Source: an optimization exercise on an open RTL-to-GDS flow (aim: small area, a short achievable clock period and few clock cycles). Production flows keep margins and buffers that such runs may drop.
At most, simulation tests tie the RTL to the original design; equivalence was not proved.
No activity file was given, so power comes from the tool's default toggle rates.

==> flow/design.v <==
module clz_unit
    #(
        parameter WIDTH = 32
    )
    (
        input logic[WIDTH-1:0] clz_input,
        output logic[$clog2(WIDTH)-1:0] clz,
        output logic zero,
        output logic one_hot  
    );
    localparam TREE_WIDTH = 2**$clog2(WIDTH);
    localparam TREE_CLZ_WIDTH = $clog2(WIDTH)-1;
    localparam HALF_TREE_WIDTH = TREE_WIDTH/2;
    localparam WIDTH_DIFFERENCE = TREE_WIDTH - WIDTH;
    generate if (WIDTH == 2) begin : gen_base_case
            assign zero = ~(clz_input[1] | clz_input[0]);
            assign clz[0] = ~clz_input[1] & clz_input[0];
            assign one_hot = clz_input[1] ^ clz_input[0];
        end
        else begin : gen_recursive
            logic[TREE_WIDTH-1:0] padded_input;
            if (WIDTH_DIFFERENCE != 0)  
                assign padded_input = {clz_input, {WIDTH_DIFFERENCE{1'b0}}};
            else
                assign padded_input = clz_input;
            logic[TREE_CLZ_WIDTH-1:0] upper_clz;
            logic[TREE_CLZ_WIDTH-1:0] lower_clz;
            logic upper_zero;
            logic lower_zero;
            logic upper_one_hot;
            logic lower_one_hot;
            assign zero = upper_zero & lower_zero;
            assign one_hot = (upper_one_hot & lower_zero) | (upper_zero & lower_one_hot);
            assign clz[$clog2(WIDTH)-1] = upper_zero;
            clz_unit #(.WIDTH(HALF_TREE_WIDTH)) upper_tree (
                .clz_input(padded_input[TREE_WIDTH-1:HALF_TREE_WIDTH]),
                .clz(upper_clz),
                .zero(upper_zero),
                .one_hot(upper_one_hot)
            );
            clz_unit #(.WIDTH(HALF_TREE_WIDTH)) lower_tree (
                .clz_input(padded_input[HALF_TREE_WIDTH-1:0]),
                .clz(lower_clz),
                .zero(lower_zero),
                .one_hot(lower_one_hot)
            );
            for (genvar i = 0; i < TREE_CLZ_WIDTH; i++)  
                assign clz[i] = (~upper_zero & upper_clz[i]) | (upper_zero & lower_clz[i]);
        end
    endgenerate
endmodule
module div_core
    (
        input logic [31:0] remainder,
        input logic [31:0] divisor_e,
        input logic c,
        output logic [31:0] remainder_next,
        output logic [1:0] quotient_bits
    );
    logic [34:0] r;
    logic [34:0] e;
    logic [34:0] e2;
    logic [34:0] t1;
    logic [34:0] t2;
    logic [34:0] t3;
    logic [34:0] s3;
    logic [34:0] c3;
    assign r = {3'b0, remainder};
    assign e = {3'b111, divisor_e};
    assign e2 = {e[33:0], c};
    assign t1 = r + e + {34'b0, c};
    assign t2 = r + e2 + {34'b0, c};
    assign s3 = r ^ e ^ e2;
    assign c3 = {(r[33:0] & e[33:0]) | (r[33:0] & e2[33:0]) | (e[33:0] & e2[33:0]), c};
    assign t3 = s3 + c3 + {34'b0, c};
    logic fits1;
    logic fits2;
    logic fits3;
    logic [3:0] pick;
    assign fits1 = ~t1[34];
    assign fits2 = ~t2[34];
    assign fits3 = ~t3[34];
    assign pick = {fits3, fits2 & ~fits3, fits1 & ~fits2, ~fits1};
    assign quotient_bits = {fits2, fits3 | (fits1 & ~fits2)};
    assign remainder_next = (t3[31:0] & {32{pick[3]}}) | (t2[31:0] & {32{pick[2]}}) |
                            (t1[31:0] & {32{pick[1]}}) | (remainder & {32{pick[0]}});
endmodule
module div_unit
    (
        input logic clk,
        input logic rst,
        input logic init_clear,
        input logic instruction_issued_with_rd,
        input logic [4:0] issue_rd_addr,
        input logic [1:0] issue_fn3,
        input logic [4:0] issue_rs1_addr,
        input logic [4:0] issue_rs2_addr,
        input logic [31:0] rs1,
        input logic [31:0] rs2,
        input logic issue_new_request,
        input logic [3:0] issue_id,
        output logic issue_ready,
        input logic wb_ack,
        output logic wb_done,
        output logic [3:0] wb_id,
        output logic [31:0] wb_rd
    );
    localparam logic [2:0] IDLE = 3'd0;
    localparam logic [2:0] ALIGN = 3'd1;
    localparam logic [2:0] RUN = 3'd2;
    localparam logic [2:0] POW2 = 3'd3;
    localparam logic [2:0] POST = 3'd4;
    localparam logic [2:0] DONE = 3'd5;
    logic [2:0] state;
    logic [31:0] rem_r;      
    logic [31:0] div_r;      
    logic [31:0] quo_r;      
    logic [3:0] count;
    logic negate_dividend;
    logic negate_divisor;
    logic negate_quotient;
    logic remainder_op;
    logic [5:0] dividend_clz_r;
    logic [5:0] divisor_clz_r;
    logic dividend_neg_pow2;
    logic divisor_neg_pow2;
    logic divisor_pow2;
    logic [4:0] prev_div_rs1_addr;
    logic [4:0] prev_div_rs2_addr;
    logic prev_div_signed;
    logic prev_div_result_valid;
    logic signed_divop;
    logic div_op_reuse;
    assign signed_divop = ~issue_fn3[0];
    always_ff @(posedge clk) begin
        if (issue_new_request) begin
            prev_div_rs1_addr <= issue_rs1_addr;
            prev_div_rs2_addr <= issue_rs2_addr;
            prev_div_signed <= signed_divop;
        end
    end
    assign div_op_reuse = {prev_div_result_valid, prev_div_signed, prev_div_rs1_addr, prev_div_rs2_addr} == {1'b1, signed_divop, issue_rs1_addr, issue_rs2_addr};
    always_ff @ (posedge clk) begin
        if (rst)
            prev_div_result_valid <= 0;
        else if (issue_new_request)
            prev_div_result_valid <= ~((issue_rd_addr == issue_rs1_addr) | (issue_rd_addr == issue_rs2_addr));
        else if ((instruction_issued_with_rd & ((issue_rd_addr == prev_div_rs1_addr) | (issue_rd_addr == prev_div_rs2_addr))) | init_clear)
            prev_div_result_valid <= 0;
    end
    logic neg_rs1;
    logic neg_rs2;
    logic [4:0] rs1_clz;
    logic [4:0] rs2_clz;
    logic rs1_clz_zero;
    logic rs2_clz_zero;
    logic rs2_one_hot;
    logic [5:0] dividend_clz;
    logic [5:0] divisor_clz;
    logic rs1_neg_pow2;
    logic rs2_neg_pow2;
    logic rs2_pos_pow2;
    assign neg_rs1 = signed_divop & rs1[31];
    assign neg_rs2 = signed_divop & rs2[31];
    clz_unit #(.WIDTH(32)) rs1_clz_block (
        .clz_input(rs1 ^ {32{neg_rs1}}),
        .clz(rs1_clz),
        .zero(rs1_clz_zero),
        .one_hot()
    );
    clz_unit #(.WIDTH(32)) rs2_clz_block (
        .clz_input(rs2 ^ {32{neg_rs2}}),
        .clz(rs2_clz),
        .zero(rs2_clz_zero),
        .one_hot(rs2_one_hot)
    );
    assign dividend_clz = {rs1_clz_zero, rs1_clz & {5{~rs1_clz_zero}}};
    assign divisor_clz = {rs2_clz_zero, rs2_clz & {5{~rs2_clz_zero}}};
    assign rs1_neg_pow2 = neg_rs1 & ~|(~rs1[31:1] & rs1[30:0]);
    assign rs2_neg_pow2 = neg_rs2 & ~|(~rs2[31:1] & rs2[30:0]);
    assign rs2_pos_pow2 = ~neg_rs2 & rs2_one_hot;
    logic [6:0] clz_delta;
    logic divisor_zero;
    logic [4:0] divisor_log2;
    assign clz_delta = {1'b0, divisor_clz_r} - {1'b0, dividend_clz_r} + {6'b0, dividend_neg_pow2} - {6'b0, divisor_neg_pow2};
    assign divisor_zero = divisor_clz_r[5] & ~negate_divisor;
    assign divisor_log2 = ~divisor_clz_r[4:0] + {4'b0, divisor_neg_pow2};
    logic [31:0] rem_next;
    logic [1:0] quotient_bits;
    div_core divider_block (
        .remainder(rem_r),
        .divisor_e(div_r),
        .c(~negate_divisor),
        .remainder_next(rem_next),
        .quotient_bits(quotient_bits)
    );
    logic [31:0] rem_reversed;
    logic [31:0] shift_in;
    logic [31:0] shift_out;
    logic [31:0] shift_out_reversed;
    logic [4:0] shift_amount;
    logic [31:0] low_mask;
    always_comb begin
        for (int i = 0; i < 32; i++) begin
            rem_reversed[i] = rem_r[31-i];
            shift_out_reversed[i] = shift_out[31-i];
        end
    end
    assign shift_in = divisor_pow2 ? rem_reversed : div_r;
    assign shift_amount = divisor_pow2 ? divisor_log2 : {clz_delta[4:1], 1'b0}; 
    assign shift_out = shift_in << shift_amount;
    assign low_mask = ~(32'hffffffff << divisor_log2);
    logic start;
    logic quotient_zero;
    logic post_needed;
    logic wb_done_r;
    logic pow2_now;
    assign issue_ready = (state == IDLE) | wb_ack;
    assign start = issue_new_request & ~div_op_reuse;
    assign quotient_zero = divisor_zero | clz_delta[6];
    assign wb_done = wb_done_r | (state == ALIGN & quotient_zero);
    assign post_needed = negate_dividend | negate_quotient;
    assign pow2_now = (state == ALIGN & divisor_pow2 & ~negate_dividend) | (state == POW2);
    always_ff @ (posedge clk) begin
        if (rst) begin
            state <= IDLE;
            wb_done_r <= 0;
        end
        else if (issue_new_request) begin
            state <= div_op_reuse ? DONE : ALIGN;
            wb_done_r <= div_op_reuse;
        end
        else begin
            case (state)
                ALIGN : begin
                    if (quotient_zero) begin
                        state <= wb_ack ? IDLE : DONE;
                        wb_done_r <= ~wb_ack;
                    end
                    else if (divisor_pow2 & ~negate_dividend) begin
                        state <= post_needed ? POST : DONE;
                        wb_done_r <= ~post_needed;
                    end
                    else
                        state <= divisor_pow2 ? POW2 : RUN;
                end
                RUN : begin
                    if (count == 0) begin
                        state <= post_needed ? POST : DONE;
                        wb_done_r <= ~post_needed;
                    end
                end
                POW2 : state <= POST;
                POST : begin
                    state <= DONE;
                    wb_done_r <= 1;
                end
                DONE : begin
                    if (wb_ack) begin
                        state <= IDLE;
                        wb_done_r <= 0;
                    end
                end
                default : state <= IDLE;
            endcase
        end
    end
    always_ff @ (posedge clk) begin
        if (issue_new_request) begin
            wb_id <= issue_id;
            remainder_op <= issue_fn3[1];
        end
        if (start) begin
            negate_dividend <= neg_rs1;
            negate_divisor <= neg_rs2;
            negate_quotient <= neg_rs1 ^ neg_rs2;
            dividend_clz_r <= dividend_clz;
            divisor_clz_r <= divisor_clz;
            dividend_neg_pow2 <= rs1_neg_pow2;
            divisor_neg_pow2 <= rs2_neg_pow2;
            divisor_pow2 <= rs2_neg_pow2 | rs2_pos_pow2;
        end
    end
    logic [31:0] rem_negated;
    logic [31:0] rem_update;
    logic rem_take_mask;
    logic rem_take_negated;
    logic rem_take_next;
    logic rem_take_hold;
    assign rem_negated = -rem_r;
    assign rem_take_mask = pow2_now;
    assign rem_take_negated = (state == ALIGN & ~divisor_pow2 & negate_dividend & ~quotient_zero) |
                              (state == ALIGN & divisor_pow2 & negate_dividend & ~quotient_zero) |
                              (state == POST & negate_dividend);
    assign rem_take_next = (state == RUN);
    assign rem_take_hold = ~(rem_take_mask | rem_take_negated | rem_take_next);
    assign rem_update = (rem_r & low_mask & {32{rem_take_mask}}) |
                        (rem_negated & {32{rem_take_negated}}) |
                        (rem_next & {32{rem_take_next}}) |
                        (rem_r & {32{rem_take_hold}});
    always_ff @ (posedge clk) begin
        if (start)
            rem_r <= rs1;
        else
            rem_r <= rem_update;
    end
    always_ff @ (posedge clk) begin
        if (start)
            div_r <= rs2;
        else if (state == ALIGN)
            div_r <= shift_out ^ {32{~negate_divisor}};
        else if (state == RUN)
            div_r <= {2'b11, div_r[31:2]};
    end
    always_ff @ (posedge clk) begin
        if (start)
            quo_r <= {32{~|rs2}};
        else if (pow2_now)
            quo_r <= shift_out_reversed;
        else if (state == RUN)
            quo_r <= {quo_r[29:0], quotient_bits};
        else if (state == POST & negate_quotient)
            quo_r <= -quo_r;
    end
    always_ff @ (posedge clk) begin
        if (state == ALIGN)
            count <= clz_delta[4:1];
        else if (state == RUN)
            count <= count - 1;
    end
    assign wb_rd = remainder_op ? rem_r : quo_r;
endmodule
export LEC_CHECK = 0
export CAP_MARGIN = 20
export CORE_MARGIN = 2
export CORE_UTILIZATION = 40
export SETUP_SLACK_MARGIN = 2.0
export SLEW_MARGIN = 20
create_clock -name core_clock -period 6.5 [get_ports {clk}]
run.sh (not shown) runs the stock make flow with config.mk's settings and CLKGATE_MAP_FILE= SYNTH_SCRIPT=/design/flow/synth_recipe.tcl, a recipe that flattens the netlist after the stock synthesis.
Testbench counts at the start, summed over its fixed seeds: cycles 36,275.
Next try:
--- a/flow/design.v
+++ b/flow/design.v
@@ -121,9 +121,8 @@
     logic negate_quotient;
     logic remainder_op;
     logic [5:0] dividend_clz_r;
     logic [5:0] divisor_clz_r;
-    logic dividend_neg_pow2;
     logic divisor_neg_pow2;
     logic divisor_pow2;
     logic [4:0] prev_div_rs1_addr;
     logic [4:0] prev_div_rs2_addr;
@@ -156,15 +155,14 @@
     logic rs2_clz_zero;
     logic rs2_one_hot;
     logic [5:0] dividend_clz;
     logic [5:0] divisor_clz;
-    logic rs1_neg_pow2;
     logic rs2_neg_pow2;
     logic rs2_pos_pow2;
     assign neg_rs1 = signed_divop & rs1[31];
     assign neg_rs2 = signed_divop & rs2[31];
     clz_unit #(.WIDTH(32)) rs1_clz_block (
-        .clz_input(rs1 ^ {32{neg_rs1}}),
+        .clz_input(neg_rs1 ? {~rs1[30:0], 1'b1} : rs1),
         .clz(rs1_clz),
         .zero(rs1_clz_zero),
         .one_hot()
     );
@@ -175,15 +173,14 @@
         .one_hot(rs2_one_hot)
     );
     assign dividend_clz = {rs1_clz_zero, rs1_clz & {5{~rs1_clz_zero}}};
     assign divisor_clz = {rs2_clz_zero, rs2_clz & {5{~rs2_clz_zero}}};
-    assign rs1_neg_pow2 = neg_rs1 & ~|(~rs1[31:1] & rs1[30:0]);
     assign rs2_neg_pow2 = neg_rs2 & ~|(~rs2[31:1] & rs2[30:0]);
     assign rs2_pos_pow2 = ~neg_rs2 & rs2_one_hot;
     logic [6:0] clz_delta;
     logic divisor_zero;
     logic [4:0] divisor_log2;
-    assign clz_delta = {1'b0, divisor_clz_r} - {1'b0, dividend_clz_r} + {6'b0, dividend_neg_pow2} - {6'b0, divisor_neg_pow2};
+    assign clz_delta = {1'b0, divisor_clz_r} - {1'b0, dividend_clz_r};
     assign divisor_zero = divisor_clz_r[5] & ~negate_divisor;
     assign divisor_log2 = ~divisor_clz_r[4:0] + {4'b0, divisor_neg_pow2};
     logic [31:0] rem_next;
     logic [1:0] quotient_bits;
@@ -275,9 +272,8 @@
             negate_divisor <= neg_rs2;
             negate_quotient <= neg_rs1 ^ neg_rs2;
             dividend_clz_r <= dividend_clz;
             divisor_clz_r <= divisor_clz;
-            dividend_neg_pow2 <= rs1_neg_pow2;
             divisor_neg_pow2 <= rs2_neg_pow2;
             divisor_pow2 <= rs2_neg_pow2 | rs2_pos_pow2;
         end
     end
Worst hold slack is about the same.
Core utilization is lower by 0.42 points.
Clock power hardly moves.
Clock skew is about the same.
Global-route usage rose by 0.95 points.
Setup slack degrades by 0.12 ns.
Die area falls by about 1.8%.
Sequential share of layout area climbs by 0.16 points.
Function not checked in the second run of this note: the RTL went through the layout flow alone.

-- port drivers added, routing unchanged --
No port has a modelled driver above. Below, the same layouts with a new extraction and two added sets of constraints.
Step 1 sets driving cells, clkbuf_16 on the clock port and buf_2 on the other inputs (assumed; they add their load-dependent delay and slew).
Step 2 adds t to the input delays and takes it off the output delays; t is the mean of the earliest and latest rising clock arrival at the registers after step 1. Input paths then give back, and output paths get back, about the clock's delay inside the block.
Three values: ideal ports, drivers, drivers and shift; two values: the first two.
| run | t (ns) | setup slack, ns | clock arrival spread, ns | slew at the worst register clock pin (ns) | pins driven straight from the clock port |
|---|---|---|---|---|---|
| the first run | 0.553 | 2.067 / 2.009 / 1.760 | 0.016 / 0.016 | 0.08 / 0.08 | 1 |
| the second run | 0.518 | 1.950 / 1.975 / 1.457 | 0.015 / 0.014 | 0.07 / 0.07 | 1 |
After both steps every run listed still meets setup and hold. For the second run, which loses most, drivers alone change the setup slack by +0.025 ns; drivers and shift together by -0.493 ns.
